This is an optimization exercise on Yosys and OpenROAD, whose aim is small area, a short achievable clock period and few clock cycles per item, not a production implementation. RTL that was checked went through simulation tests only; none was proved equivalent to the original. Power is estimated from default activity; no workload was simulated.

==> run a: inputs <==
==> flow/design.v <==
module rca #(parameter W = 16) (
    input  [W-1:0] x,
    input  [W-1:0] y,
    input          ci,
    output [W-1:0] s,
    output         co
);
    wire [W:0] c;
    assign c[0] = ci;
    genvar i;
    generate
        for (i = 0; i < W; i = i + 1) begin : g
            assign s[i]   = x[i] ^ y[i] ^ c[i];
            assign c[i+1] = (x[i] & y[i]) | (c[i] & (x[i] ^ y[i]));
        end
    endgenerate
    assign co = c[W];
endmodule
module inc #(parameter W = 12) (
    input  [W-1:0] x,
    input          ci,
    output [W-1:0] s
);
    wire [W:0] c;
    assign c[0] = ci;
    genvar i;
    generate
        for (i = 0; i < W; i = i + 1) begin : g
            assign s[i]   = x[i] ^ c[i];
            assign c[i+1] = x[i] & c[i];
        end
    endgenerate
endmodule
module cmp16 (
    input  [15:0] a,
    input  [15:0] b,
    output        gt,
    output        eq
);
    wire [15:0] e = ~(a ^ b);
    wire [15:0] g = a & ~b;
    wire [3:0]  gg, ge;
    genvar i;
    generate
        for (i = 0; i < 4; i = i + 1) begin : grp
            assign gg[i] = g[4*i+3] | (e[4*i+3] & (g[4*i+2] | (e[4*i+2] &
                           (g[4*i+1] | (e[4*i+1] & g[4*i])))));
            assign ge[i] = &e[4*i+3:4*i];
        end
    endgenerate
    assign gt = gg[3] | (ge[3] & (gg[2] | (ge[2] & (gg[1] | (ge[1] & gg[0])))));
    assign eq = &ge;
endmodule
module div_step (
    input  [15:0] r_in,
    input         n_bit,
    input  [15:0] d,
    output [15:0] r_out,
    output        q
);
    wire [16:0] r2 = {r_in, n_bit};
    wire [16:0] t;
    rca #(17) sub (.x(r2), .y(~{1'b0, d}), .ci(1'b1), .s(t), .co(q));
    assign r_out = q ? t[15:0] : r2[15:0];
endmodule
module alu_top (
    input             clk,
    input             rst,
    input             in_valid,
    output            in_ready,
    input      [15:0] a,
    input      [15:0] b,
    input      [2:0]  opcode,
    input             mode,
    output reg        out_valid,
    output reg [31:0] result,
    output reg        za,
    output reg        zb,
    output reg        eq,
    output reg        gt,
    output reg        lt
);
    reg        v1;
    reg [15:0] ra, rb;
    reg [2:0]  op;
    reg        md;
    reg        busy;
    reg [2:0]  cnt;
    reg        rdy;
    assign in_ready = rdy;
    wire is_mul = ~md & (op == 3'd1);
    wire is_div = ~md & (op == 3'd3);
    wire first  = ~busy;
    wire c_gt, c_eq;
    cmp16 u_cmp (.a(ra), .b(rb), .gt(c_gt), .eq(c_eq));
    wire [15:0] nx = c_gt ? ra : rb;    
    wire [15:0] dx = c_gt ? rb : ra;    
    wire        sub = op[1];
    wire [15:0] as;
    wire        as_c;
    rca #(16) u_as (.x(nx), .y(dx ^ {16{sub}}), .ci(sub), .s(as), .co(as_c));
    reg [31:0] lres;
    always @(*) begin
        case (op)
            3'b000: lres = {16'h0000, ra & rb};
            3'b001: lres = {16'h0000, ra | rb};
            3'b010: lres = {16'hffff, ~(ra | rb)};
            3'b100: lres = {16'hffff, ~ra};
            3'b101: lres = {16'hffff, ~rb};
            3'b110: lres = {16'h0000, ra ^ rb};
            3'b111: lres = {16'hffff, ~(ra ^ rb)};
            default: lres = 32'h0;
        endcase
    end
    wire [3:0]  nz = {|dx[15:12], |dx[11:8], |dx[7:4], |dx[3:0]};
    wire [1:0]  c0 = nz[3] ? 2'd3 : nz[2] ? 2'd2 : nz[1] ? 2'd1 : 2'd0;
    wire [1:0]  ci = busy ? cnt[1:0] : c0;
    reg  [3:0]  nib;
    always @(*) begin
        case (ci)
            2'd0: nib = dx[3:0];
            2'd1: nib = dx[7:4];
            2'd2: nib = dx[11:8];
            default: nib = dx[15:12];
        endcase
    end
    wire [20:0] x0 = {1'b0, result[15:0] & {16{busy}}, 4'd0};
    wire [20:0] x1, x2, x3, x4;
    rca #(21) u_m0 (.x(x0), .y({5'd0, nx & {16{nib[0]}}}),       .ci(1'b0), .s(x1), .co());
    rca #(21) u_m1 (.x(x1), .y({4'd0, nx & {16{nib[1]}}, 1'b0}), .ci(1'b0), .s(x2), .co());
    rca #(21) u_m2 (.x(x2), .y({3'd0, nx & {16{nib[2]}}, 2'b0}), .ci(1'b0), .s(x3), .co());
    rca #(21) u_m3 (.x(x3), .y({2'd0, nx & {16{nib[3]}}, 3'b0}), .ci(1'b0), .s(x4), .co());
    wire [11:0] ph  = result[27:16] & {12{busy}};
    wire [11:0] ph1;
    inc #(12) u_inc (.x(ph), .ci(1'b1), .s(ph1));
    wire [31:0] mres = {x4[20] ? ph1 : ph, x4[19:0]};
    wire        mul_last = busy ? (cnt == 3'd0) : (c0 == 2'd0);
    wire k1 = (|dx[15:8]) | ~cmp8_ge;
    wire cmp8_ge;
    rca #(8) u_k (.x(nx[15:8]), .y(~dx[7:0]), .ci(1'b1), .s(), .co(cmp8_ge));
    wire [15:0] r1, r2;
    wire        q1, q0;
    div_step s0 (.r_in(result[31:16]), .n_bit(rb[15]), .d(ra), .r_out(r1), .q(q1));
    div_step s1 (.r_in(r1),            .n_bit(rb[14]), .d(ra), .r_out(r2), .q(q0));
    wire        div_last = cnt == 3'd0;
    wire last = busy ? (cnt == 3'd0) : ~((is_mul & (c0 != 2'd0)) | is_div);
    wire fin  = v1 & last;
    reg [31:0] res_n;
    always @(*) begin
        if (md) res_n = lres;
        else case (op)
            3'b000: res_n = {15'd0, as_c, as};
            3'b010: res_n = {16'd0, as};
            3'b001: res_n = mres;
            3'b011: res_n = busy ? {r2 & {16{~div_last}}, result[13:0], q1, q0}
                                 : {8'd0, nx[15:8] & {8{k1}}, 16'd0};
            default: res_n = 32'h0;
        endcase
    end
    wire [2:0] cnt_n = busy ? cnt - 3'd1 : is_div ? (k1 ? 3'd3 : 3'd7) : {1'b0, c0 - 2'd1};
    always @(posedge clk) begin
        if (rst) begin
            v1        <= 1'b0;
            busy      <= 1'b0;
            rdy       <= 1'b1;
            out_valid <= 1'b0;
        end else begin
            out_valid <= fin;
            if (rdy) begin
                v1   <= in_valid;
                busy <= 1'b0;
                rdy  <= ~(in_valid & ~mode & opcode[0] & ~opcode[2]);
            end else if (fin) begin
                v1   <= 1'b0;
                busy <= 1'b0;
                rdy  <= 1'b1;
            end else begin
                busy <= 1'b1;
                rdy  <= (cnt_n == 3'd0);
            end
        end
        cnt <= cnt_n;
        if (rdy) begin
            ra <= a;
            rb <= b;
            op <= opcode;
            md <= mode;
        end else if (is_div) begin
            if (first) begin
                ra <= dx;
                rb <= k1 ? {nx[7:0], 8'd0} : nx;
            end else begin
                rb <= {rb[13:0], 2'b00};
            end
        end
        result <= res_n;
        if (first) begin
            za <= ~|ra;
            zb <= ~|rb;
            eq <= c_eq;
            gt <= c_gt;
            lt <= ~c_gt & ~c_eq;
        end
    end
endmodule
==> flow/run.sh <==
#!/bin/bash
# synth_recipe.tcl (not shown) runs the flow's synth.tcl, then flattens the netlist and writes it again
# the make line also repeats each setting of config.mk as NAME=value (left out here)
make -C /OpenROAD-flow-scripts/flow DESIGN_CONFIG=/design/flow/config.mk WORK_HOME=/design/flow/orfs CLKGATE_MAP_FILE= SYNTH_SCRIPT=/design/flow/synth_recipe.tcl finish
==> flow/config.mk <==
export PLATFORM = sky130hd
export DESIGN_NAME = alu_top
export DESIGN_NICKNAME = alu_top
export VERILOG_FILES = /design/flow/design.v
export SDC_FILE = /design/flow/constraint.sdc
export NUM_CORES = 4
export LEC_CHECK = 0
export CAP_MARGIN = 20
export CORE_MARGIN = 2
export CORE_UTILIZATION = 40
export SLEW_MARGIN = 20
==> flow/constraint.sdc <==
create_clock -name core_clock -period 95.0 [get_ports {clk}]
set_input_delay 19.0000 -clock core_clock [delete_from_list [all_inputs] [get_ports {clk}]]
set_output_delay 19.0000 -clock core_clock [all_outputs]
set_load 0.01 [all_outputs]
==> run b (differences from run a) <==
==> flow/design.v (replaced) <==
module div_step (
    input  [15:0] r_in,
    input         n_bit,
    input  [15:0] d,
    output [15:0] r_out,
    output        q
);
    wire [16:0] r2 = {r_in, n_bit};
    wire [17:0] t  = {1'b0, r2} - {2'b00, d};
    assign q     = ~t[17];
    assign r_out = q ? t[15:0] : r2[15:0];
endmodule
module alu_top (
    input             clk,
    input             rst,
    input             in_valid,
    output            in_ready,
    input      [15:0] a,
    input      [15:0] b,
    input      [2:0]  opcode,
    input             mode,
    output reg        out_valid,
    output reg [31:0] result,
    output reg        za,
    output reg        zb,
    output reg        eq,
    output reg        gt,
    output reg        lt
);
    reg        v1;
    reg [15:0] ra, rb;
    reg [2:0]  op;
    reg        md;
    reg [1:0]  cnt;
    reg        rdy;
    assign in_ready = rdy;
    wire is_mul = ~md & (op == 3'd1);
    wire is_div = ~md & (op == 3'd3);
    wire multi  = is_mul | is_div;
    wire first  = (cnt == 2'd0);
    wire last   = ~multi | (cnt == 2'd3);
    wire c_gt = ra > rb;
    wire c_eq = ra == rb;
    wire [15:0] nx = c_gt ? ra : rb;    
    wire [15:0] dx = c_gt ? rb : ra;    
    wire        sub = op[1];
    wire [16:0] as  = {1'b0, nx} + {1'b0, dx ^ {16{sub}}} + {16'd0, sub};
    reg [31:0] lres;
    always @(*) begin
        case (op)
            3'b000: lres = {16'h0000, ra & rb};
            3'b001: lres = {16'h0000, ra | rb};
            3'b010: lres = {16'hffff, ~(ra | rb)};
            3'b100: lres = {16'hffff, ~ra};
            3'b101: lres = {16'hffff, ~rb};
            3'b110: lres = {16'h0000, ra ^ rb};
            3'b111: lres = {16'hffff, ~(ra ^ rb)};
            default: lres = 32'h0;
        endcase
    end
    wire [15:0] acc  = first ? 16'd0 : result[31:16];
    wire [19:0] msum = {4'd0, acc} + ra * rb[3:0];
    wire [15:0] dd   = first ? dx : ra;           
    wire [15:0] nn   = first ? nx : result[15:0];  
    wire [15:0] r0   = first ? 16'd0 : rb;        
    wire [15:0] r1, r2, r3, r4;
    wire [3:0]  qb;
    div_step s0 (.r_in(r0), .n_bit(nn[15]), .d(dd), .r_out(r1), .q(qb[3]));
    div_step s1 (.r_in(r1), .n_bit(nn[14]), .d(dd), .r_out(r2), .q(qb[2]));
    div_step s2 (.r_in(r2), .n_bit(nn[13]), .d(dd), .r_out(r3), .q(qb[1]));
    div_step s3 (.r_in(r3), .n_bit(nn[12]), .d(dd), .r_out(r4), .q(qb[0]));
    reg [31:0] res_n;
    always @(*) begin
        if (md) res_n = lres;
        else case (op)
            3'b000, 3'b010: res_n = {15'd0, as[16] & ~sub, as[15:0]};
            3'b001: res_n = {msum, result[15:4]};
            3'b011: res_n = {16'd0, nn[11:0], qb};
            default: res_n = 32'h0;
        endcase
    end
    always @(posedge clk) begin
        if (rst) begin
            v1        <= 1'b0;
            rdy       <= 1'b1;
            cnt       <= 2'd0;
            out_valid <= 1'b0;
        end else begin
            out_valid <= v1 & last;
            if (v1 & ~last) begin
                cnt <= cnt + 2'd1;
                rdy <= (cnt == 2'd2);
            end else begin
                cnt <= 2'd0;
                v1  <= in_valid;
                rdy <= ~(in_valid & ~mode & opcode[0] & ~opcode[2]);
            end
        end
        if (rdy) begin
            ra <= a;
            rb <= b;
            op <= opcode;
            md <= mode;
        end else if (is_mul) begin
            rb <= {4'd0, rb[15:4]};
        end else if (is_div) begin
            ra <= dd;
            rb <= r4;
        end
        if (v1) begin
            result <= res_n;
            if (first) begin
                za <= ra == 16'd0;
                zb <= rb == 16'd0;
                eq <= c_eq;
                gt <= c_gt;
                lt <= ~c_gt & ~c_eq;
            end
        end
    end
endmodule
==> qor summary <==
metric                                                                       run b                     run a
Outcome                                           no timing/DRC/antenna violations  no timing/DRC/antenna violations
Count of TritonRoute iterations in the first routing pass                        5                         7
Cell area after synthesis                                              0.0129 mm^2              0.00991 mm^2
Mux cell area share after synthesis                                          8.14%                     7.38%
Dominant cell by count in the synthesized netlist          sky130_fd_sc_hd__nor2_1  sky130_fd_sc_hd__nand2_1
Core outline area                                                      0.0316 mm^2               0.0243 mm^2
Worst supply voltage drop on vdd                                       0.0000270 V               0.0000107 V
First-pass GRT wire length                                                66900 um                  50900 um
DIE HEIGHT                                                                  184 um                    161 um
Signal buffers share of area                                                 6.85%                     7.67%
Met2 Use GR                                                                  41.2%                     39.4%
PnR worst setup slack                                                     74.64 ns                  74.58 ns
Clock group power                                                      0.0000385 W               0.0000391 W
Number of inverters outside the clock class in the layout                      138                       109
Initial DRC count                                                             1201                       985
Xor-xnor portion of the synthesized cell area                                5.57%                     3.09%
Post-synthesis sequential element count                                         78                        80
DR WL met2                                                                19400 um                  14700 um
Combinational share of power                                                 77.1%                     60.2%
Footprint of the multi-input gates                                    0.00982 mm^2              0.00721 mm^2
Testbench counts of run a, summed over its fixed seeds: cycles 22,996, items 16,000.
Function not checked in run b: the RTL went through the layout flow alone.

afterwards: timing with drivers on the ports:
No port has a modelled driver above. Below, the same layouts with a new extraction and two added sets of constraints. Step 1, drivers: a clkbuf_16 drives clk and a buf_2 each remaining input, both assumed. Step 2, shift: input delay + t, output delay - t, t = (earliest + latest rising clock arrival at the registers) / 2. This alone moves slack from input paths to output paths. a / b / c = ideal ports / drivers / drivers and shift; a / b = the first two.
run | shift t [ns] | setup WS [ns] | worst setup path after step 2 | clock arrival spread, ns | worst slew at a driven data input, ns
run a | 0.400 | 74.583 / 74.537 / 74.401 | input to register | 0.013 / 0.013 | 0.03
run b | 0.403 | 74.645 / 74.600 / 74.675 | input to register | 0.023 / 0.023 | 0.04
After both steps every run listed still meets setup and hold. The setup slack of run a, which loses most, moves by -0.046 ns with the drivers and by -0.182 ns with both steps.
